This design comes from an exercise in tuning for small area on the open sky130 flow, not from production work.
Function was checked by simulation only, so behaviour that the tests miss may differ from the original.

==> inputs of build 97 <==
## cf_cpu
module cf_cpu (
	input wire clk,
	input wire rst_n,
	output wire [16:0] bus_address,
	output wire bus_wr_en,
	output wire bus_io_flag,
	output wire bus_burst,
	output wire [15:0] bus_data_in,
	output wire bus_enable,
	input wire bus_ready,
	input wire [15:0] bus_data_out
);
==> flow/config.mk <==
export PLATFORM = sky130hd
export DESIGN_NAME = cf_cpu
export DESIGN_NICKNAME = cf_cpu
export VERILOG_FILES = /design/flow/design.v
export SDC_FILE = /design/flow/constraint.sdc
export NUM_CORES = 4
export LEC_CHECK = 0
export ABC_AREA = 1
export CAP_MARGIN = 20
export CORE_MARGIN = 2
export CORE_UTILIZATION = 40
export SLEW_MARGIN = 20
export BUFFER_PORTS_ARGS = -buffer_cell sky130_fd_sc_hd__buf_1
export CTS_ARGS = -sink_clustering_enable -repair_clock_nets -dont_use_dummy_load -buf_list sky130_fd_sc_hd__clkbuf_8
==> flow/constraint.sdc <==
create_clock -name core_clock -period 10.0 [get_ports {clk}]
set_input_delay 2.0000 -clock core_clock [delete_from_list [all_inputs] [get_ports {clk}]]
set_output_delay 2.0000 -clock core_clock [all_outputs]
set_load 0.01 [all_outputs]
standard.sh (not shown) runs the stock make flow with config.mk's settings and CLKGATE_MAP_FILE= SYNTH_SCRIPT=/design/flow/synth_recipe.tcl, a recipe that flattens the netlist after the stock synthesis.
==> flow/flow/run.sh <==
#!/bin/bash
# Layout flow: the standard flow, with smaller port buffers and a clock tree
# built without dummy loads.  Each tool's output goes to a log of its own.
set -e
cp standard.sh standard_sh_copy.log
cat >> config.mk <<'EOF'
export BUFFER_PORTS_ARGS = -buffer_cell sky130_fd_sc_hd__buf_1
export CTS_ARGS = -sink_clustering_enable -repair_clock_nets -dont_use_dummy_load -buf_list sky130_fd_sc_hd__clkbuf_8
EOF
bash standard.sh > standard.log 2>&1
==> inputs of build 46, as changes to build 97 <==
==> flow/run.sh (new file) <==
#!/bin/bash
# synth_recipe.tcl (not shown) runs the flow's synth.tcl, then flattens the netlist and writes it again
# the make line also repeats each setting of config.mk as NAME=value (left out here)
make -C /OpenROAD-flow-scripts/flow DESIGN_CONFIG=/design/flow/config.mk WORK_HOME=/design/flow/orfs CLKGATE_MAP_FILE= SYNTH_SCRIPT=/design/flow/synth_recipe.tcl finish
- ABC_AREA: 1 -> unset
- BUFFER_PORTS_ARGS: -buffer_cell sky130_fd_sc_hd__buf_1 -> unset
- CTS_ARGS: -sink_clustering_enable -repair_clock_nets -dont_use_dummy_load -buf_list sky130_fd_sc_hd__clkbuf_8 -> unset
removed: flow/flow/run.sh
removed: flow/standard.sh
==> inputs of build 61, as changes to build 97 <==
--- a/flow/flow/run.sh
+++ b/flow/flow/run.sh
@@ -6,5 +6,5 @@
 cat >> config.mk <<'EOF'
 export BUFFER_PORTS_ARGS = -buffer_cell sky130_fd_sc_hd__buf_1
-export CTS_ARGS = -sink_clustering_enable -repair_clock_nets -dont_use_dummy_load -buf_list sky130_fd_sc_hd__clkbuf_8
+export CTS_ARGS = -sink_clustering_enable -repair_clock_nets -dont_use_dummy_load
 EOF
 bash standard.sh > standard.log 2>&1
- CTS_ARGS: -sink_clustering_enable -repair_clock_nets -dont_use_dummy_load -buf_list sky130_fd_sc_hd__clkbuf_8 -> -sink_clustering_enable -repair_clock_nets -dont_use_dummy_load
==> results.ini <==
[global_route]
grt_pass1_vias = 6434

[critical_path]
reg2regPathDepth = 29
critPathBufInv = 5

[outcome]
outcome = timing/DRC/antenna clean

[timing]
setup_ws_ps = 4883

The numbers above come from build 97.

==> results.ini <==
[timing]
setup_ws_ps = 4922

[outcome]
outcome = timing/DRC/antenna clean

[critical_path]
reg2regPathDepth = 29

[global_route]
grt_pass1_vias = 6433

The numbers above come from build 61.

==> results.ini <==
[outcome]
outcome = timing/DRC/antenna clean

[critical_path]
reg2regPathDepth = 16
critPathBufInv = 1

[power]
pg_clk_mw = 0.681

[synthesis]
synthTopCellsByArea = dfxtp_1, edfxtp_1, o21ai_0

[global_route]
grt_pass1_vias = 7619

[timing]
setup_ws_ps = 4206

The numbers above come from build 46.

-- static timing again, ports no longer ideal --
Ports are ideal in the flow. The routed layouts listed here were re-timed in OpenROAD.
Step 1 assumes that a clkbuf_16 drives the clock port and a buf_2 every other input.
Step 2 times the ports against the registers' clock, not the clock port: input delays grow and output delays shrink by t, the midpoint of the rising clock arrivals with the driver on.
a / b / c = ideal / step 1 / step 2; a / b = the first two.
run	shift t [ns]	setup WS [ns]	worst hold slack (ns)	worst setup path after step 2
build 97	0.464	4.883 / 4.883 / 4.883	0.306 / 0.306 / 0.306	register to register
build 46	0.476	4.206 / 4.206 / 4.206	0.325 / 0.325 / 0.325	register to register
build 61	0.461	4.922 / 4.922 / 4.922	0.307 / 0.307 / 0.307	register to register
After both steps every run listed still meets setup and hold.
